What follows belongs to an exercise in optimizing a design on an open flow for small area; a production flow would make more cautious choices.
No functional check of the RTL was part of any run shown here.
No activity file was given, so power comes from the tool's default toggle rates.

==> flow/design.v, too long to show whole: its modules and the start of the top module <==
// module multiplier: 1564 lines
// module mul_fa: 4 lines
// module mul_xor: 3 lines
// module mul_xnor: 3 lines
// module mul_or: 3 lines
// module mul_nor: 3 lines
module multiplier #(
    parameter LOGDEPTH = 6,
    parameter WIDTH = 32
) (
    input  logic                    clk,
    input  logic                    rst,
    input  logic                    EN_mult,
    output logic                    EN_writeMem,
    output logic [LOGDEPTH-1:0]     writeMem_addr,
    input  logic [16-1:0]           mult_input0,
    input  logic [16-1:0]           mult_input1,
    output logic [WIDTH-1:0]        writeMem_val,
    output logic                    RDY_mult,
    input  logic                    EN_blockRead,
    output logic                    VALID_memVal,
    output logic [WIDTH-1:0]        memVal_data,
    output logic                    EN_readMem,
    output logic [LOGDEPTH-1:0]     readMem_addr,
    input  logic [WIDTH-1:0]        readMem_val
);
  // ...
==> flow/flow/run.sh <==
#!/bin/bash
# The standard layout (the standard.sh, which runs ORFS) with these changes:
#  - the port buffers are buf_1 cells (buffer_ports picks a larger delay cell by default);
#  - clock tree synthesis inserts no dummy loads and uses the clock buffers and
#    sink clusters given in CTS_ARGS;
#  - the other ORFS settings given below.
# Each make run writes its full output to its own log in this folder.
set -euo pipefail
ARGS=(
  BUFFER_PORTS_ARGS="-buffer_cell sky130_fd_sc_hd__buf_1"
  CTS_ARGS="-sink_clustering_enable -repair_clock_nets -dont_use_dummy_load -buf_list {sky130_fd_sc_hd__clkbuf_16} -sink_clustering_size 30 -sink_clustering_max_diameter 100"
  REMOVE_ABC_BUFFERS=1 RECOVER_POWER=100
)
bash standard.sh "${ARGS[@]}" finish > standard.log 2>&1
==> flow/standard.sh <==
#!/bin/bash
# synth_recipe.tcl (not shown) runs the flow's synth.tcl, then flattens the netlist and writes it again
# the make line also repeats each setting of config.mk as NAME=value (left out here)
make -C /OpenROAD-flow-scripts/flow DESIGN_CONFIG=/design/flow/config.mk WORK_HOME=/design/flow/orfs CLKGATE_MAP_FILE= SYNTH_SCRIPT=/design/flow/synth_recipe.tcl "${@:-finish}"
==> flow/config.mk <==
export PLATFORM = sky130hd
export DESIGN_NAME = multiplier
export DESIGN_NICKNAME = multiplier
export VERILOG_FILES = /design/flow/design.v
export SDC_FILE = /design/flow/constraint.sdc
export NUM_CORES = 4
export LEC_CHECK = 0
export CAP_MARGIN = 20
export CORE_MARGIN = 2
export CORE_UTILIZATION = 80
export GPL_TIMING_DRIVEN = 0
export SETUP_SLACK_MARGIN = 0.1
export SLEW_MARGIN = 20
export SYNTH_HIERARCHICAL = 1
export SYNTH_MINIMUM_KEEP_SIZE = 0
==> flow/constraint.sdc <==
create_clock -name core_clock -period 4.0 [get_ports {clk}]
set_input_delay 0.8000 -clock core_clock [delete_from_list [all_inputs] [get_ports {clk}]]
set_output_delay 0.8000 -clock core_clock [all_outputs]
set_load 0.01 [all_outputs]
==> flow_metrics.env, run 1 <==
export IMPL_failed_checks="negative setup slack"
export IMPL_fp_row_count=48
export IMPL_multi_input_area_share=0.434
export IMPL_cts_setup_buffers=2
export IMPL_initial_core_util=0.812
export IMPL_fin_cells=1331
export IMPL_buffers=85
export IMPL_cp_common_cell="fa_2"
export IMPL_switchingPower_uw=3110
export IMPL_path_buf_inv=1
export IMPL_period_needed_ps=4340
export IMPL_largestRegisters="a_q (128), b_q (128), writeMem_val (32)"
export IMPL_pre_cts_ws_ps=-796
export IMPL_place_hpwl_um=19500
export IMPL_antenna_found_initial=1
export IMPL_critical_path_max_stage_delay_ps=390
export IMPL_rrSetupSlack_ps=-340
export IMPL_power_frac_comb=0.329
export IMPL_multi_input_area_mm2=0.00630
export IMPL_r2r_start="mq_8"
export IMPL_synth_common_cells="dfxtp_1 (355), nand2_1 (271), fa_1 (207)"
export IMPL_die_area_mm2=0.0185
export IMPL_critical_path_cell_count=16
export IMPL_outcome="failed layout checks"
export IMPL_setup_viol=13
export IMPL_path_delay_family="adder cells"
export IMPL_drt_pass1_iterations=8
export IMPL_wl_met1_um=11000
export IMPL_largest_class="sequential cells"
export IMPL_root_buffer="clkbuf_16"
export IMPL_cp_start_kind="flop"
export IMPL_fillers=769
export IMPL_worst_slack_ps=-335
export IMPL_skew_ps=38.4
export IMPL_irDropWorstVdd_uv=588
export IMPL_top_usage_layer="met2"
export IMPL_leakage_uw=0.00548
export IMPL_max_slew_margin=0.422
export IMPL_tritoncts="yes"
export IMPL_ys_warn_count=9
==> run 2: changes to the inputs <==
--- a/flow/design.v
+++ b/flow/design.v
@@ -708,30 +708,20 @@
     logic ms681;
     logic mc682;
     logic ms683;
     logic mc684;
     logic ms685;
     logic mc686;
     logic ms687;
     logic mc688;
-    logic mrs0;
-    logic mrc0;
-    logic mrs1;
-    logic mrc1;
-    logic mrs2;
-    logic mrc2;
-    logic mrs3;
-    logic mrc3;
-    logic mrs4;
-    logic mrc4;
-    logic mrs5;
-    logic mrc5;
-    logic mrs6;
-    logic mrc6;
+    logic ms689;
+    logic mc690;
+    logic ms691;
+    logic mc692;
     logic mP0;
     logic mG0;
     logic mP1;
     logic mG1;
     logic mP2;
     logic mG2;
     logic mP3;
     logic mG3;
@@ -758,16 +748,26 @@
     logic mP14;
     logic mG14;
     logic mP15;
     logic mG15;
     logic mP16;
     logic mG16;
     logic mP17;
     logic mG17;
+    logic mP18;
+    logic mG18;
+    logic mP19;
+    logic mG19;
+    logic mP20;
+    logic mG20;
+    logic mP21;
+    logic mG21;
+    logic mP22;
+    logic mG22;
     logic mg1;
     logic mg2;
     logic mgp2;
     logic mg3;
     logic mgp3;
     logic mg4;
     logic mgp4;
     logic mg5;
@@ -776,40 +776,57 @@
     logic mgp6;
     logic mg7;
     logic mgp7;
     logic mg8;
     logic mgp8;
     logic mg9;
     logic mgp9;
     logic mg10;
+    logic mgp10;
     logic mg11;
     logic mgp11;
     logic mg12;
     logic mgp12;
     logic mg13;
-    logic mgp13;
     logic mg14;
+    logic mgp14;
     logic mg15;
     logic mgp15;
     logic mg16;
+    logic mgp16;
     logic mg17;
+    logic mgp17;
     logic mg18;
+    logic mgp18;
     logic mg19;
     logic mg20;
+    logic mgp20;
     logic mg21;
+    logic mgp21;
     logic mg22;
     logic mg23;
     logic mg24;
     logic mg25;
     logic mg26;
     logic mg27;
     logic mg28;
     logic mg29;
     logic mg30;
+    logic mg31;
+    logic mg32;
+    logic mg33;
+    logic mg34;
+    logic mg35;
+    logic mg36;
+    logic mg37;
+    logic mg38;
+    logic mg39;
+    logic mg40;
+    logic mg41;
     logic mq_0;
     logic mq_1;
     logic mq_2;
     logic mq_3;
     logic mq_4;
     logic mq_5;
     logic mq_6;
     logic mq_7;
@@ -854,18 +871,16 @@
     logic mq_46;
     logic mq_47;
     logic mq_48;
     logic mq_49;
     logic mq_50;
     logic mq_51;
     logic mq_52;
     logic mq_53;
-    logic mq_54;
-    logic mq_55;
     assign mpp1 = ~(ma[0] & mb[0]);
     assign mpp2 = ~(ma[0] & mb[1]);
     assign mpp3 = ~(ma[0] & mb[2]);
     assign mpp4 = ~(ma[0] & mb[3]);
     assign mpp5 = ~(ma[0] & mb[4]);
     assign mpp6 = ~(ma[0] & mb[5]);
     assign mpp7 = ~(ma[0] & mb[6]);
     assign mpp8 = ~(ma[0] & mb[7]);
@@ -1344,191 +1359,211 @@
     mul_fa u_ms675 (.a(mpp240), .b(mpp255), .c(mc620), .s(ms675), .co(mc676));
     mul_xnor u_ms677 (.a(mpp17), .b(mpp2), .y(ms677));
     mul_or u_mc678 (.a(mpp17), .b(mpp2), .y(mc678));
     mul_fa u_ms679 (.a(mpp33), .b(mc678), .c(ms621), .s(ms679), .co(mc680));
     mul_fa u_ms681 (.a(mc622), .b(mc680), .c(ms623), .s(ms681), .co(mc682));
     mul_fa u_ms683 (.a(mc624), .b(ms625), .c(mc682), .s(ms683), .co(mc684));
     mul_fa u_ms685 (.a(mc626), .b(ms627), .c(mc684), .s(ms685), .co(mc686));
     mul_fa u_ms687 (.a(mc628), .b(ms629), .c(mc686), .s(ms687), .co(mc688));
+    mul_fa u_ms689 (.a(mc630), .b(ms631), .c(mc688), .s(ms689), .co(mc690));
+    mul_fa u_ms691 (.a(mc632), .b(ms633), .c(mc690), .s(ms691), .co(mc692));
     always_ff @(posedge clk) begin
         mq_0 <= mpp1;
         mq_1 <= ms677;
         mq_2 <= ms679;
         mq_3 <= ms681;
         mq_4 <= ms683;
         mq_5 <= ms685;
         mq_6 <= ms687;
-        mq_7 <= mc688;
-        mq_8 <= ms631;
-        mq_9 <= mc630;
-        mq_10 <= ms633;
-        mq_11 <= mc632;
-        mq_12 <= ms635;
-        mq_13 <= mc634;
-        mq_14 <= ms637;
-        mq_15 <= mc636;
-        mq_16 <= ms639;
-        mq_17 <= mc638;
-        mq_18 <= ms641;
-        mq_19 <= mc640;
-        mq_20 <= ms643;
-        mq_21 <= mc642;
-        mq_22 <= ms645;
-        mq_23 <= mc644;
-        mq_24 <= ms647;
-        mq_25 <= mc646;
-        mq_26 <= ms649;
-        mq_27 <= mc648;
-        mq_28 <= ms651;
-        mq_29 <= mc650;
-        mq_30 <= ms653;
-        mq_31 <= mc652;
-        mq_32 <= ms655;
-        mq_33 <= mc654;
-        mq_34 <= ms657;
-        mq_35 <= mc656;
-        mq_36 <= ms659;
-        mq_37 <= mc658;
-        mq_38 <= ms661;
-        mq_39 <= mc660;
-        mq_40 <= ms663;
-        mq_41 <= mc662;
-        mq_42 <= ms665;
-        mq_43 <= mc664;
-        mq_44 <= ms667;
-        mq_45 <= mc666;
-        mq_46 <= ms669;
-        mq_47 <= mc668;
-        mq_48 <= ms671;
-        mq_49 <= mc670;
-        mq_50 <= ms673;
-        mq_51 <= mc672;
-        mq_52 <= ms675;
-        mq_53 <= mc674;
-        mq_54 <= mpp256;
-        mq_55 <= mc676;
+        mq_7 <= ms689;
+        mq_8 <= ms691;
+        mq_9 <= mc692;
+        mq_10 <= ms635;
+        mq_11 <= mc634;
+        mq_12 <= ms637;
+        mq_13 <= mc636;
+        mq_14 <= ms639;
+        mq_15 <= mc638;
+        mq_16 <= ms641;
+        mq_17 <= mc640;
+        mq_18 <= ms643;
+        mq_19 <= mc642;
+        mq_20 <= ms645;
+        mq_21 <= mc644;
+        mq_22 <= ms647;
+        mq_23 <= mc646;
+        mq_24 <= ms649;
+        mq_25 <= mc648;
+        mq_26 <= ms651;
+        mq_27 <= mc650;
+        mq_28 <= ms653;
+        mq_29 <= mc652;
+        mq_30 <= ms655;
+        mq_31 <= mc654;
+        mq_32 <= ms657;
+        mq_33 <= mc656;
+        mq_34 <= ms659;
+        mq_35 <= mc658;
+        mq_36 <= ms661;
+        mq_37 <= mc660;
+        mq_38 <= ms663;
+        mq_39 <= mc662;
+        mq_40 <= ms665;
+        mq_41 <= mc664;
+        mq_42 <= ms667;
+        mq_43 <= mc666;
+        mq_44 <= ms669;
+        mq_45 <= mc668;
+        mq_46 <= ms671;
+        mq_47 <= mc670;
+        mq_48 <= ms673;
+        mq_49 <= mc672;
+        mq_50 <= ms675;
+        mq_51 <= mc674;
+        mq_52 <= mpp256;
+        mq_53 <= mc676;
     end
     assign mp[0] = ~mq_0;
     assign mp[1] = ~mq_1;
     assign mp[2] = ~mq_2;
     assign mp[3] = ~mq_3;
     assign mp[4] = ~mq_4;
     assign mp[5] = ~mq_5;
     assign mp[6] = ~mq_6;
-    mul_fa u_mrs0 (.a(mq_8), .b(mq_9), .c(mq_7), .s(mrs0), .co(mrc0));
-    assign mp[7] = ~mrs0;
-    mul_fa u_mrs1 (.a(mq_10), .b(mq_11), .c(mrc0), .s(mrs1), .co(mrc1));
-    assign mp[8] = ~mrs1;
-    mul_fa u_mrs2 (.a(mq_12), .b(mq_13), .c(mrc1), .s(mrs2), .co(mrc2));
-    assign mp[9] = ~mrs2;
-    mul_fa u_mrs3 (.a(mq_14), .b(mq_15), .c(mrc2), .s(mrs3), .co(mrc3));
-    assign mp[10] = ~mrs3;
-    mul_fa u_mrs4 (.a(mq_16), .b(mq_17), .c(mrc3), .s(mrs4), .co(mrc4));
-    assign mp[11] = ~mrs4;
-    mul_fa u_mrs5 (.a(mq_18), .b(mq_19), .c(mrc4), .s(mrs5), .co(mrc5));
-    assign mp[12] = ~mrs5;
-    mul_fa u_mrs6 (.a(mq_20), .b(mq_21), .c(mrc5), .s(mrs6), .co(mrc6));
-    assign mp[13] = ~mrs6;
-    mul_xor u_mP0 (.a(mq_22), .b(mq_23), .y(mP0));
-    mul_nor u_mG0 (.a(mq_22), .b(mq_23), .y(mG0));
-    mul_xor u_mP1 (.a(mq_24), .b(mq_25), .y(mP1));
-    mul_nor u_mG1 (.a(mq_24), .b(mq_25), .y(mG1));
-    mul_xor u_mP2 (.a(mq_26), .b(mq_27), .y(mP2));
-    mul_nor u_mG2 (.a(mq_26), .b(mq_27), .y(mG2));
-    mul_xor u_mP3 (.a(mq_28), .b(mq_29), .y(mP3));
-    mul_nor u_mG3 (.a(mq_28), .b(mq_29), .y(mG3));
-    mul_xor u_mP4 (.a(mq_30), .b(mq_31), .y(mP4));
-    mul_nor u_mG4 (.a(mq_30), .b(mq_31), .y(mG4));
-    mul_xor u_mP5 (.a(mq_32), .b(mq_33), .y(mP5));
-    mul_nor u_mG5 (.a(mq_32), .b(mq_33), .y(mG5));
-    mul_xor u_mP6 (.a(mq_34), .b(mq_35), .y(mP6));
-    mul_nor u_mG6 (.a(mq_34), .b(mq_35), .y(mG6));
-    mul_xor u_mP7 (.a(mq_36), .b(mq_37), .y(mP7));
-    mul_nor u_mG7 (.a(mq_36), .b(mq_37), .y(mG7));
-    mul_xor u_mP8 (.a(mq_38), .b(mq_39), .y(mP8));
-    mul_nor u_mG8 (.a(mq_38), .b(mq_39), .y(mG8));
-    mul_xor u_mP9 (.a(mq_40), .b(mq_41), .y(mP9));
-    mul_nor u_mG9 (.a(mq_40), .b(mq_41), .y(mG9));
-    mul_xor u_mP10 (.a(mq_42), .b(mq_43), .y(mP10));
-    mul_nor u_mG10 (.a(mq_42), .b(mq_43), .y(mG10));
-    mul_xor u_mP11 (.a(mq_44), .b(mq_45), .y(mP11));
-    mul_nor u_mG11 (.a(mq_44), .b(mq_45), .y(mG11));
-    mul_xor u_mP12 (.a(mq_46), .b(mq_47), .y(mP12));
-    mul_nor u_mG12 (.a(mq_46), .b(mq_47), .y(mG12));
-    mul_xor u_mP13 (.a(mq_48), .b(mq_49), .y(mP13));
-    mul_nor u_mG13 (.a(mq_48), .b(mq_49), .y(mG13));
-    mul_xor u_mP14 (.a(mq_50), .b(mq_51), .y(mP14));
-    mul_nor u_mG14 (.a(mq_50), .b(mq_51), .y(mG14));
-    mul_xor u_mP15 (.a(mq_52), .b(mq_53), .y(mP15));
-    mul_nor u_mG15 (.a(mq_52), .b(mq_53), .y(mG15));
-    mul_xor u_mP16 (.a(mq_54), .b(mq_55), .y(mP16));
-    mul_nor u_mG16 (.a(mq_54), .b(mq_55), .y(mG16));
-    assign mP17 = 1'b0;
-    assign mG17 = 1'b0;
-    assign mg1 = mG0 | (mP0 & ~mrc6);
+    assign mp[7] = ~mq_7;
+    assign mp[8] = ~mq_8;
+    mul_xor u_mP0 (.a(mq_10), .b(mq_11), .y(mP0));
+    mul_nor u_mG0 (.a(mq_10), .b(mq_11), .y(mG0));
+    mul_xor u_mP1 (.a(mq_12), .b(mq_13), .y(mP1));
+    mul_nor u_mG1 (.a(mq_12), .b(mq_13), .y(mG1));
+    mul_xor u_mP2 (.a(mq_14), .b(mq_15), .y(mP2));
+    mul_nor u_mG2 (.a(mq_14), .b(mq_15), .y(mG2));
+    mul_xor u_mP3 (.a(mq_16), .b(mq_17), .y(mP3));
+    mul_nor u_mG3 (.a(mq_16), .b(mq_17), .y(mG3));
+    mul_xor u_mP4 (.a(mq_18), .b(mq_19), .y(mP4));
+    mul_nor u_mG4 (.a(mq_18), .b(mq_19), .y(mG4));
+    mul_xor u_mP5 (.a(mq_20), .b(mq_21), .y(mP5));
+    mul_nor u_mG5 (.a(mq_20), .b(mq_21), .y(mG5));
+    mul_xor u_mP6 (.a(mq_22), .b(mq_23), .y(mP6));
+    mul_nor u_mG6 (.a(mq_22), .b(mq_23), .y(mG6));
+    mul_xor u_mP7 (.a(mq_24), .b(mq_25), .y(mP7));
+    mul_nor u_mG7 (.a(mq_24), .b(mq_25), .y(mG7));
+    mul_xor u_mP8 (.a(mq_26), .b(mq_27), .y(mP8));
+    mul_nor u_mG8 (.a(mq_26), .b(mq_27), .y(mG8));
+    mul_xor u_mP9 (.a(mq_28), .b(mq_29), .y(mP9));
+    mul_nor u_mG9 (.a(mq_28), .b(mq_29), .y(mG9));
+    mul_xor u_mP10 (.a(mq_30), .b(mq_31), .y(mP10));
+    mul_nor u_mG10 (.a(mq_30), .b(mq_31), .y(mG10));
+    mul_xor u_mP11 (.a(mq_32), .b(mq_33), .y(mP11));
+    mul_nor u_mG11 (.a(mq_32), .b(mq_33), .y(mG11));
+    mul_xor u_mP12 (.a(mq_34), .b(mq_35), .y(mP12));
+    mul_nor u_mG12 (.a(mq_34), .b(mq_35), .y(mG12));
+    mul_xor u_mP13 (.a(mq_36), .b(mq_37), .y(mP13));
+    mul_nor u_mG13 (.a(mq_36), .b(mq_37), .y(mG13));
+    mul_xor u_mP14 (.a(mq_38), .b(mq_39), .y(mP14));
+    mul_nor u_mG14 (.a(mq_38), .b(mq_39), .y(mG14));
+    mul_xor u_mP15 (.a(mq_40), .b(mq_41), .y(mP15));
+    mul_nor u_mG15 (.a(mq_40), .b(mq_41), .y(mG15));
+    mul_xor u_mP16 (.a(mq_42), .b(mq_43), .y(mP16));
+    mul_nor u_mG16 (.a(mq_42), .b(mq_43), .y(mG16));
+    mul_xor u_mP17 (.a(mq_44), .b(mq_45), .y(mP17));
+    mul_nor u_mG17 (.a(mq_44), .b(mq_45), .y(mG17));
+    mul_xor u_mP18 (.a(mq_46), .b(mq_47), .y(mP18));
+    mul_nor u_mG18 (.a(mq_46), .b(mq_47), .y(mG18));
+    mul_xor u_mP19 (.a(mq_48), .b(mq_49), .y(mP19));
+    mul_nor u_mG19 (.a(mq_48), .b(mq_49), .y(mG19));
+    mul_xor u_mP20 (.a(mq_50), .b(mq_51), .y(mP20));
+    mul_nor u_mG20 (.a(mq_50), .b(mq_51), .y(mG20));
+    mul_xor u_mP21 (.a(mq_52), .b(mq_53), .y(mP21));
+    mul_nor u_mG21 (.a(mq_52), .b(mq_53), .y(mG21));
+    assign mP22 = 1'b0;
+    assign mG22 = 1'b0;
+    assign mg1 = mG0 | (mP0 & ~mq_9);
     assign mg2 = mG2 | (mP2 & mG1);
     assign mgp2 = mP2 & mP1;
     assign mg3 = mG4 | (mP4 & mG3);
     assign mgp3 = mP4 & mP3;
     assign mg4 = mG6 | (mP6 & mG5);
     assign mgp4 = mP6 & mP5;
     assign mg5 = mG8 | (mP8 & mG7);
     assign mgp5 = mP8 & mP7;
     assign mg6 = mG10 | (mP10 & mG9);
     assign mgp6 = mP10 & mP9;
     assign mg7 = mG12 | (mP12 & mG11);
     assign mgp7 = mP12 & mP11;
     assign mg8 = mG14 | (mP14 & mG13);
     assign mgp8 = mP14 & mP13;
     assign mg9 = mG16 | (mP16 & mG15);
     assign mgp9 = mP16 & mP15;
-    assign mg10 = mg2 | (mgp2 & mg1);
-    assign mg11 = mg4 | (mgp4 & mg3);
-    assign mgp11 = mgp4 & mgp3;
-    assign mg12 = mg6 | (mgp6 & mg5);
-    assign mgp12 = mgp6 & mgp5;
-    assign mg13 = mg8 | (mgp8 & mg7);
-    assign mgp13 = mgp8 & mgp7;
-    assign mg14 = mg11 | (mgp11 & mg10);
-    assign mg15 = mg13 | (mgp13 & mg12);
-    assign mgp15 = mgp13 & mgp12;
-    assign mg16 = mg15 | (mgp15 & mg14);
-    assign mg17 = mg12 | (mgp12 & mg14);
-    assign mg18 = mg3 | (mgp3 & mg10);
-    assign mg19 = mg5 | (mgp5 & mg14);
-    assign mg20 = mg7 | (mgp7 & mg17);
-    assign mg21 = mg9 | (mgp9 & mg16);
-    assign mg22 = mG1 | (mP1 & mg1);
-    assign mg23 = mG3 | (mP3 & mg10);
-    assign mg24 = mG5 | (mP5 & mg18);
-    assign mg25 = mG7 | (mP7 & mg14);
-    assign mg26 = mG9 | (mP9 & mg19);
-    assign mg27 = mG11 | (mP11 & mg17);
-    assign mg28 = mG13 | (mP13 & mg20);
-    assign mg29 = mG15 | (mP15 & mg16);
-    assign mg30 = mG17 | (mP17 & mg21);
-    assign mp[14] = mP0 ^ ~mrc6;
-    assign mp[15] = mP1 ^ mg1;
-    assign mp[16] = mP2 ^ mg22;
-    assign mp[17] = mP3 ^ mg10;
-    assign mp[18] = mP4 ^ mg23;
-    assign mp[19] = mP5 ^ mg18;
-    assign mp[20] = mP6 ^ mg24;
-    assign mp[21] = mP7 ^ mg14;
-    assign mp[22] = mP8 ^ mg25;
-    assign mp[23] = mP9 ^ mg19;
-    assign mp[24] = mP10 ^ mg26;
-    assign mp[25] = mP11 ^ mg17;
-    assign mp[26] = mP12 ^ mg27;
-    assign mp[27] = mP13 ^ mg20;
-    assign mp[28] = mP14 ^ mg28;
-    assign mp[29] = mP15 ^ mg16;
-    assign mp[30] = mP16 ^ mg29;
-    assign mp[31] = mP17 ^ mg21;
+    assign mg10 = mG18 | (mP18 & mG17);
+    assign mgp10 = mP18 & mP17;
+    assign mg11 = mG20 | (mP20 & mG19);
+    assign mgp11 = mP20 & mP19;
+    assign mg12 = mG22 | (mP22 & mG21);
+    assign mgp12 = mP22 & mP21;
+    assign mg13 = mg2 | (mgp2 & mg1);
+    assign mg14 = mg4 | (mgp4 & mg3);
+    assign mgp14 = mgp4 & mgp3;
+    assign mg15 = mg6 | (mgp6 & mg5);
+    assign mgp15 = mgp6 & mgp5;
+    assign mg16 = mg8 | (mgp8 & mg7);
+    assign mgp16 = mgp8 & mgp7;
+    assign mg17 = mg10 | (mgp10 & mg9);
+    assign mgp17 = mgp10 & mgp9;
+    assign mg18 = mg12 | (mgp12 & mg11);
+    assign mgp18 = mgp12 & mgp11;
+    assign mg19 = mg14 | (mgp14 & mg13);
+    assign mg20 = mg16 | (mgp16 & mg15);
+    assign mgp20 = mgp16 & mgp15;
+    assign mg21 = mg18 | (mgp18 & mg17);
+    assign mgp21 = mgp18 & mgp17;
+    assign mg22 = mg20 | (mgp20 & mg19);
+    assign mg23 = mg21 | (mgp21 & mg22);
+    assign mg24 = mg15 | (mgp15 & mg19);
+    assign mg25 = mg17 | (mgp17 & mg22);
+    assign mg26 = mg3 | (mgp3 & mg13);
+    assign mg27 = mg5 | (mgp5 & mg19);
+    assign mg28 = mg7 | (mgp7 & mg24);
+    assign mg29 = mg9 | (mgp9 & mg22);
+    assign mg30 = mg11 | (mgp11 & mg25);
+    assign mg31 = mG1 | (mP1 & mg1);
+    assign mg32 = mG3 | (mP3 & mg13);
+    assign mg33 = mG5 | (mP5 & mg26);
+    assign mg34 = mG7 | (mP7 & mg19);
+    assign mg35 = mG9 | (mP9 & mg27);
+    assign mg36 = mG11 | (mP11 & mg24);
+    assign mg37 = mG13 | (mP13 & mg28);
+    assign mg38 = mG15 | (mP15 & mg22);
+    assign mg39 = mG17 | (mP17 & mg29);
+    assign mg40 = mG19 | (mP19 & mg25);
+    assign mg41 = mG21 | (mP21 & mg30);
+    assign mp[9] = mP0 ^ ~mq_9;
+    assign mp[10] = mP1 ^ mg1;
+    assign mp[11] = mP2 ^ mg31;
+    assign mp[12] = mP3 ^ mg13;
+    assign mp[13] = mP4 ^ mg32;
+    assign mp[14] = mP5 ^ mg26;
+    assign mp[15] = mP6 ^ mg33;
+    assign mp[16] = mP7 ^ mg19;
+    assign mp[17] = mP8 ^ mg34;
+    assign mp[18] = mP9 ^ mg27;
+    assign mp[19] = mP10 ^ mg35;
+    assign mp[20] = mP11 ^ mg24;
+    assign mp[21] = mP12 ^ mg36;
+    assign mp[22] = mP13 ^ mg28;
+    assign mp[23] = mP14 ^ mg37;
+    assign mp[24] = mP15 ^ mg22;
+    assign mp[25] = mP16 ^ mg38;
+    assign mp[26] = mP17 ^ mg29;
+    assign mp[27] = mP18 ^ mg39;
+    assign mp[28] = mP19 ^ mg25;
+    assign mp[29] = mP20 ^ mg40;
+    assign mp[30] = mP21 ^ mg30;
+    assign mp[31] = mP22 ^ mg41;
     always_ff @(posedge clk) begin
         a_q[0] <= mult_input0;
         b_q[0] <= mult_input1;
         for (int i = 1; i < NSTG; i++) begin
             a_q[i] <= a_q[i-1];
             b_q[i] <= b_q[i-1];
         end
         writeMem_val <= mp;
==> flow/flow/run.sh (replaced) <==
#!/bin/bash
# The standard layout (the standard.sh, which runs ORFS) with these changes:
#  - the port buffers are buf_1 cells (buffer_ports picks a larger delay cell by default);
#  - clock tree synthesis inserts no dummy loads and uses the clock buffers and
#    sink clusters given in CTS_ARGS;
#  - the other ORFS settings given below.
# Each tool run writes its full output to its own log in this folder.
set -euo pipefail
ARGS=(
  BUFFER_PORTS_ARGS="-buffer_cell sky130_fd_sc_hd__buf_1"
  CTS_ARGS="-sink_clustering_enable -repair_clock_nets -dont_use_dummy_load -buf_list {sky130_fd_sc_hd__clkbuf_16} -sink_clustering_size 30 -sink_clustering_max_diameter 100"
  REMOVE_ABC_BUFFERS=1
)
bash standard.sh "${ARGS[@]}" floorplan > standard_floorplan.log 2>&1
ODB_FILE=orfs/results/sky130hd/multiplier/base/2_floorplan.odb REG_MASTER=sky130_fd_sc_hd__dfxtp_2 \
  openroad -no_init -exit flow/upsize_regs.tcl > upsize_regs.log 2>&1
bash standard.sh "${ARGS[@]}" finish > standard.log 2>&1
==> flow/flow/upsize_regs.tcl (new file) <==
set odb_file $::env(ODB_FILE)
read_db $odb_file
set db [ord::get_db]
set block [ord::get_db_block]
set big [$db findMaster $::env(REG_MASTER)]
set n 0
foreach inst [$block getInsts] {
  set name [string map {\\ {}} [$inst getName]]
  if {[[$inst getMaster] getName] ne "sky130_fd_sc_hd__dfxtp_1"} { continue }
  if {[regexp {^[ab]_q\[7\]\[[0-9]+\]} $name]} {
    $inst swapMaster $big
    incr n
  }
}
puts "upsized $n registers to $::env(REG_MASTER)"
write_db $odb_file
==> run 2 against run 1 <==
Against the previous run: now clean on timing, DRC and antenna; global-route usage shrank 3.9 points; sequential cell count shrank 2; utilization shrank 0.13 points; synthesized area grew 0.28%; largest cell class unchanged; largest power group unchanged.
==> flow_metrics.env, run 2 <==
export IMPL_netlist_area_mm2=0.0140
export IMPL_hp_class="reg2reg"
export IMPL_grt_max_degree=31
export IMPL_power_share_clock=0.184
export IMPL_hold_viol_final=0
export IMPL_place_hpwl_um=19200
export IMPL_grt_overflow_total=0
export IMPL_swShare=0.322
export IMPL_synth_edf_count=0
export IMPL_fmax_ghz=0.258
export IMPL_drt_initial_drc_count=700
export IMPL_nets=1408
export IMPL_period_needed_ps=3870
export IMPL_seq_area_frac_synth=0.506
export IMPL_post_drt_wl_per_cell_um=22.6
export IMPL_design_power_total_uw=8990
export IMPL_cp_max_fo=16
export IMPL_max_slew_margin=0.629
export IMPL_fp_row_count=48
export IMPL_cp_cell_sequence="nand2_1 > fa_1 > fa_1 > fa_1 > fa_1 > fa_1 > fa_1"
export IMPL_outcome="timing/DRC/antenna clean"
export IMPL_ant_nets=0
export IMPL_avgSynthCellArea_um2=12.4
export IMPL_antenna_found_initial=0
export IMPL_cts_path_max_buffers=3
export IMPL_final_common_cell="dfxtp_1"
export IMPL_ys_top_cells_by_area="dfxtp_1 (51%), fa_1 (29%), nand2_1 (7.2%)"
export IMPL_max_cap_viol_count=0
export IMPL_cp_start_kind="flop"
export IMPL_pwr_share_seq=0.495
export IMPL_htree_levels=1
export IMPL_ys_seq_elements=353
export IMPL_setup_viol=0
export IMPL_power_frac_comb=0.321
export IMPL_route_detailed_drc=0
export IMPL_irDropWorstVdd_uv=558
export IMPL_path_clk_slew_ps=100
export IMPL_cts_made_buffers=15
export IMPL_synth_cells=1124
export IMPL_synth_common_cells="dfxtp_1 (353), nand2_1 (269), fa_1 (202)"
export IMPL_n_antenna_cell=0
export IMPL_die_height_um=136
export IMPL_grt_first_pass_wirelength_um=46700
export IMPL_rsz0062_at_grt="yes"
export IMPL_cp_slowest_cell="dfxtp_2"
export IMPL_setup_tns_ps=0
export IMPL_async_reset_ff_frac=0
export IMPL_die_x_um=136
export IMPL_grt_use_total=0.344
export IMPL_initial_core_util=0.814
export IMPL_core_area_mm2=0.0172
export IMPL_root_buffer="clkbuf_16"
export IMPL_critical_path_max_stage_delay_ps=620
export IMPL_grt_pass1_vias=9032
export IMPL_path_class="reg2reg"
export IMPL_internal_power_uw=6090
export IMPL_arrival_ps=4240
export IMPL_cp_common_cell="fa_1"
export IMPL_ys_warn_count=9
export IMPL_switchingPower_uw=2890
export IMPL_worst_pin_slew_ps=548
export IMPL_synth_most_common_cell="dfxtp_1"
export IMPL_die_area_mm2=0.0185
export IMPL_tritoncts="yes"
export IMPL_cts_sinks=353
export IMPL_synthDistinctLibCells=34
export IMPL_synth_flop_cell="dfxtp_1"
export IMPL_synth_top_cell_by_area="dfxtp_1"
export IMPL_port_buffers=83
export IMPL_place_congestion=0.918
export IMPL_critical_path_required_ps=4380
export IMPL_route_vias_total=8141
export IMPL_largestRegisters="a_q (128), b_q (128), writeMem_val (32)"
export IMPL_cts_hold_buffers=0
export IMPL_io_pins=148
export IMPL_syn2layout_area_growth_pct=3.74
export IMPL_clk_insertion_delay_late_ps=510
export IMPL_drive_above_1_share=0.0490
export IMPL_finalMaxSlewViolations=0
export IMPL_drt_pass1_iterations=5
export IMPL_power_density_mw_per_mm2=620
export IMPL_leakage_uw=0.00555
export IMPL_fillers=805
export IMPL_avgViaCountPerCell=6.04
export IMPL_synth_top_cell_area_share=0.506
export IMPL_final_period_utilization=0.967
export IMPL_layout_common_cells="dfxtp_1 (321), nand2_1 (269), fa_1 (202), buf_1 (83), nor2_1 (41)"
export IMPL_totalWireLength_um=30400
export IMPL_skew_ps=24.6
export IMPL_cp_end_kind="flop"
## run 2: cell types whose count changed after synthesis, moves of 4 or more
cell    previous run  this run
a21o_1             2         6
fa_1             207       202
inv_1             22        17
nor2_1            32        41
nor3_1             0         4
xor2_1            20        24
## run 2: what timing repair did
item,in CTS,in global routing
buffers inserted,0,2
gates resized for setup,6,4
endpoints found under the setup margin,2,3
## run 2: routing by layer
metal | track usage | wire (um) | part of all wire
met5 | 0.0194 | 0 | 0
met4 | 0.152 | 1520 | 0.050
met3 | 0.108 | 3640 | 0.12
met2 | 0.583 | 15000 | 0.49
met1 | 0.404 | 10200 | 0.34
## run 2: path summary, 6_finish.rpt
path / from / endpoint / slack [ps] / cells after the start
min: b_q[6][5] / b_q[7][5] / 320 / 0
min reg2reg: b_q[6][5] / b_q[7][5] / 320 / 0
max: b_q[7][10] / mq_30 / 130 / 7
max reg2reg: b_q[7][10] / mq_30 / 130 / 7
## run 2: cell type report
type                            count  area [um^2]  share of cell area
Sequential cell                   353         7130               0.492
Multi-Input combinational cell    652         6320               0.436
Clock buffer                       15          375              0.0259
Timing Repair Buffer               85          327              0.0225
Tap cell                          225          282              0.0194
Inverter                           17         63.8             0.00440
## run 2: critical path, delay by kind of cell (launching register included)
kind | cells | cell delay [ps]
adders and majority gates | 6 | 2970
DFF | 1 | 620
and+or+nand+nor | 1 | 170
## run 2: per-stage QoR
stage / util / cell area, um^2 / setup slack [ps] / hold WS (ps) / instances
final: 0.844 / 14500 / 131 / 320 / 1347
after global routing: 0.844 / 14500 / 93.2 / 324 / 1347
after CTS: 0.843 / 14500 / 130 / 317 / 1345
after detailed placement: 0.820 / 14100 / 81.2 / 312 / 1330
after global placement: 0.820 / 14100 / 84.0 / 310 / 1330
after floorplan: - / 13500 / 208 / 310 / 1022
## run 2: kinds of logic after synthesis
kind of cell	synth area share
adder cells (fa/ha/maj)	0.302
XOR/XNOR	0.0326
AO/OA/AOI/OAI	0.0166
flip-flops	0.506
buffers and inverters	0.0422
AND/OR/NAND/NOR	0.101
## run 2: per-module statistics from Yosys (local to each module, per instance)
module      cell area, um^2  cells inside
mul_xnor               8.76             1
mul_fa                 20.0             1
mul_nor                3.75             1
mul_xor                8.76             1
mul_or                 6.26             1
multiplier             9420           846
## run 2: power by group through the flow
stage / logic [uW] / registers (uW) / clock network [uW]
2_1_floorplan: 1950 / 4510 / 0
3_3_place_gp: 2630 / 4490 / 0
3_5_place_dp: 2790 / 4530 / 0
4_1_cts: 2860 / 4450 / 1680
5_1_grt: 3240 / 4500 / 1780
6_report: 2880 / 4450 / 1660
==> run 3: changes to the inputs <==
==> flow/flow/run.sh (replaced) <==
#!/bin/bash
# The standard layout (the standard.sh, which runs ORFS) with these changes:
#  - the port buffers are buf_1 cells (buffer_ports picks a larger delay cell by default);
#  - clock tree synthesis inserts no dummy loads and uses the clock buffers and
#    sink clusters given in CTS_ARGS;
#  - the other ORFS settings given below.
# Each make run writes its full output to its own log in this folder.
set -euo pipefail
ARGS=(
  BUFFER_PORTS_ARGS="-buffer_cell sky130_fd_sc_hd__buf_1"
  CTS_ARGS="-sink_clustering_enable -repair_clock_nets -dont_use_dummy_load -root_buf sky130_fd_sc_hd__clkbuf_8 -buf_list {sky130_fd_sc_hd__clkbuf_8} -sink_clustering_size 18 -sink_clustering_max_diameter 70"
  REMOVE_ABC_BUFFERS=1
)
bash standard.sh "${ARGS[@]}" finish > standard.log 2>&1
--- a/flow/config.mk
+++ b/flow/config.mk
@@ -9,3 +9,3 @@
 export CORE_MARGIN = 2
-export CORE_UTILIZATION = 80
+export CORE_UTILIZATION = 70
 export GPL_TIMING_DRIVEN = 0
removed: flow/flow/upsize_regs.tcl
==> run 3 against run 2 <==
Against the previous run: final cell count increased by 4.2%; global-route usage decreased by 11 points; die area increased by 14%; clock-buffer cell count grew 8; first-iteration DRC count fell by 22%; power down 4.2%; maximum frequency up 1.5%; utilization is 9.9 points lower; cell area up 0.32%; synthesized area is the same; via count is 6.3% lower; worst setup slack improved by 59 ps; critical path type unchanged.
==> flow_metrics.env, run 3 <==
export IMPL_root_buffer="clkbuf_8"
export IMPL_synthDistinctLibCells=34
export IMPL_cp_max_fo=16
export IMPL_ys_seq_elements=353
export IMPL_finalMaxSlewViolations=0
export IMPL_r2r_start="a_q[7][4]"
export IMPL_ant_nets=0
export IMPL_fillers=1310
export IMPL_clk_insertion_delay_late_ps=540
export IMPL_grt_first_pass_wirelength_um=39400
export IMPL_largestRegisters="a_q (128), b_q (128), writeMem_val (32)"
export IMPL_final_common_cell="dfxtp_1"
export IMPL_core_area_mm2=0.0195
export IMPL_grt_pass1_vias=7905
export IMPL_synth_common_cells="dfxtp_1 (353), nand2_1 (269), fa_1 (202)"
export IMPL_n_antenna_cell=0
export IMPL_skew_ps=12.3
export IMPL_fp_row_count=51
export IMPL_cts_hold_buffers=0
export IMPL_cp_common_cell="fa_1"
export IMPL_grt_use_total=0.238
export IMPL_place_hpwl_um=16700
export IMPL_drive_above_1_share=0.0579
export IMPL_place_congestion=0.900
export IMPL_io_pins=148
export IMPL_seq_area_frac_synth=0.506
export IMPL_avgSynthCellArea_um2=12.4
export IMPL_hold_path_depth=0
export IMPL_die_x_um=145
export IMPL_pre_cts_ws_ps=-219
export IMPL_power_density_mw_per_mm2=592
export IMPL_grt_overflow_total=0
export IMPL_netlist_area_mm2=0.0140
export IMPL_totalWireLength_um=24200
export IMPL_worst_pin_slew_ps=810
export IMPL_power_frac_comb=0.319
export IMPL_arrival_ps=4220
export IMPL_tritoncts="yes"
export IMPL_cp_start_kind="flop"
export IMPL_path_delay_family="adder cells"
export IMPL_ys_warn_count=9
export IMPL_antenna_found_initial=0
export IMPL_fmax_ghz=0.262
export IMPL_post_drt_wl_per_cell_um=17.2
export IMPL_syn2layout_area_growth_pct=4.07
export IMPL_synth_flop_cell="dfxtp_1"
export IMPL_layout_common_cells="dfxtp_1 (327), nand2_1 (269), fa_1 (202), buf_1 (83), nor2_1 (41)"
export IMPL_rrSetupSlack_ps=190
export IMPL_worstHoldStart="b_q[0][4]"
export IMPL_swShare=0.315
export IMPL_drt_pass1_iterations=5
export IMPL_die_height_um=145
export IMPL_critical_path_required_ps=4410
export IMPL_final_util=0.745
export IMPL_power_share_clock=0.168
export IMPL_path_class="reg2reg"
export IMPL_cts_path_max_buffers=3
export IMPL_critical_path_cell_count=8
export IMPL_cts_sinks=353
export IMPL_period_needed_ps=3810
export IMPL_die_area_mm2=0.0211
export IMPL_max_cap_viol_count=0
export IMPL_route_detailed_drc=0
export IMPL_final_period_utilization=0.953
export IMPL_synth_edf_count=0
export IMPL_synth_top_cell_area_share=0.506
export IMPL_hold_end="b_q[1][4]"
export IMPL_worst_slack_ps=190
export IMPL_async_reset_ff_frac=0
export IMPL_hold_viol_final=0
export IMPL_drt_initial_drc_count=547
export IMPL_ys_top_cells_by_area="dfxtp_1 (51%), fa_1 (29%), nand2_1 (7.2%)"
export IMPL_r2r_cells=8
export IMPL_synth_cells=1124
export IMPL_route_vias_total=7628
export IMPL_rsz0062_at_grt="no"
export IMPL_critical_path_max_stage_delay_ps=590
export IMPL_port_buffers=83
export IMPL_cp_slowest_cell="dfxtp_2"
export IMPL_path_buf_inv=0
export IMPL_avgViaCountPerCell=5.43
export IMPL_switchingPower_uw=2710
export IMPL_grt_max_degree=19
export IMPL_leakage_uw=0.00557
export IMPL_setup_viol=0
export IMPL_max_slew_margin=0.459
export IMPL_synth_top_cell_by_area="dfxtp_1"
export IMPL_hp_class="reg2reg"
export IMPL_outcome="timing/DRC/antenna clean"
export IMPL_path_clk_slew_ps=100
export IMPL_cp_end_kind="flop"
export IMPL_setup_tns_ps=0
export IMPL_pwr_share_seq=0.513
export IMPL_cp_cell_sequence="nand2_1 > fa_1 > fa_1 > fa_1 > fa_1 > fa_1 > fa_1 > fa_1"
export IMPL_synth_most_common_cell="dfxtp_1"
export IMPL_internal_power_uw=5900
export IMPL_nets=1425
export IMPL_htree_levels=1
export IMPL_cts_made_buffers=23
export IMPL_initial_core_util=0.716
export IMPL_worstReg2RegEnd="mq_9"
export IMPL_irDropWorstVdd_uv=594
run 3: area by class of cell:
| type | count | area [um^2] | area share |
|---|---|---|---|
| multi-input combinational | 652 | 6320 | 0.435 |
| timing repair buffer | 94 | 394 | 0.0271 |
| tap | 265 | 332 | 0.0228 |
| clock buffer | 23 | 317 | 0.0218 |
| sequential | 353 | 7120 | 0.489 |
| inverter | 17 | 63.8 | 0.00439 |
run 3: how the worst max path moves through the flow:
stage | startpoint | endpoint | slack (ps)
after floorplan | a_q[7][0] | mq_8 | 210
after global placement | a_q[7][0] | mq_9 | -190
after detailed placement | a_q[7][1] | mq_8 | -220
after CTS | a_q[7][2] | mq_9 | 100
after global routing | a_q[7][4] | mq_9 | 100
final | a_q[7][4] | mq_9 | 190
run 3: power by group through the flow:
stage / clock [uW] / sequential, uW / combinational [uW]
CTS: 1510 / 4430 / 2750
floorplan: 0 / 4510 / 1950
detailed placement: 0 / 4510 / 2740
global placement: 0 / 4490 / 2640
finish: 1440 / 4410 / 2750
global route: 1640 / 4480 / 3180
run 3: kinds of logic after synthesis:
logic type	share of synthesized area
adders and majority gates	0.302
DFF	0.506
and+or+nand+nor	0.101
AOI/OAI and AO/OA	0.0166
buffers and inverters	0.0422
xor gates and xnor gates	0.0326
run 3: timing repair:
| item | CTS | global route |
|---|---|---|
| cloned | 0 | 0 |
| endpoints found under the setup margin | 11 | 12 |
| gates resized for setup | 21 | 13 |
| setup buffers | 0 | 11 |
| endpoints found under the hold margin | 0 | 0 |
run 3: metal layers:
metal  global-route usage  vias to the layer above  share of wire
met3               0.0689                       57           0.11
li1                     -                     3393              -
met4               0.0735                        0          0.025
met2                0.375                      411           0.46
met5               0.0227                        -              0
met1                0.324                     3767           0.41
run 3: worst register-to-register path, stage by stage, from the launching register on:
cell	delay [ps]
dfxtp_2	590
nand2_1	120
fa_1	530
fa_1	440
fa_1	410
fa_1	380
fa_1	390
fa_1	390
fa_1	430
run 3: through the flow:
| stage | hold WS [ps] | cells | total power [uW] | area, um^2 |
|---|---|---|---|---|
| 2_1_floorplan | 310 | 1022 | 6460 | 13500 |
| 3_3_place_gp | 310 | 1370 | 7130 | 14100 |
| 3_5_place_dp | 312 | 1370 | 7250 | 14100 |
| 4_1_cts | 311 | 1393 | 8680 | 14400 |
| 5_1_grt | 308 | 1404 | 9300 | 14500 |
| 6_report | 316 | 1404 | 8610 | 14500 |
run 3: modules after synthesis (local to each module, per instance):
module | flops+latches | cell area [um^2] | times used | cells inside
mul_or | 0 | 6.26 | 16 | 1
mul_nor | 0 | 3.75 | 22 | 1
mul_xnor | 0 | 8.76 | 16 | 1
mul_fa | 0 | 20.0 | 202 | 1
mul_xor | 0 | 8.76 | 22 | 1
multiplier | 353 | 9420 | 1 | 846

==> separate check: timing with driven ports <==
How much do the figures lean on ideal ports? The routed layouts below were timed once more, with nothing changed but the port constraints.
Step 1: set_driving_cell puts a clkbuf_16 on clk and a buf_2 on each other input, an assumption about the parent block.
Step 2 times the ports against the registers' clock, not the clock port: input delays grow and output delays shrink by t, the midpoint of the rising clock arrivals with the driver on.
Three values: ideal, step 1, step 2; two values: the first two.
run | t (ns) | slack for setup (ns) | hold WS [ns] | latest minus earliest clock arrival (ns)
run 1 | 0.546 | -0.335 / -0.335 / -0.335 | 0.315 / 0.315 / 0.315 | 0.043 / 0.043
run 2 | 0.542 | 0.131 / 0.131 / 0.131 | 0.320 / 0.320 / 0.320 | 0.029 / 0.030
run 3 | 0.577 | 0.190 / 0.190 / 0.190 | 0.316 / 0.316 / 0.316 | 0.019 / 0.018
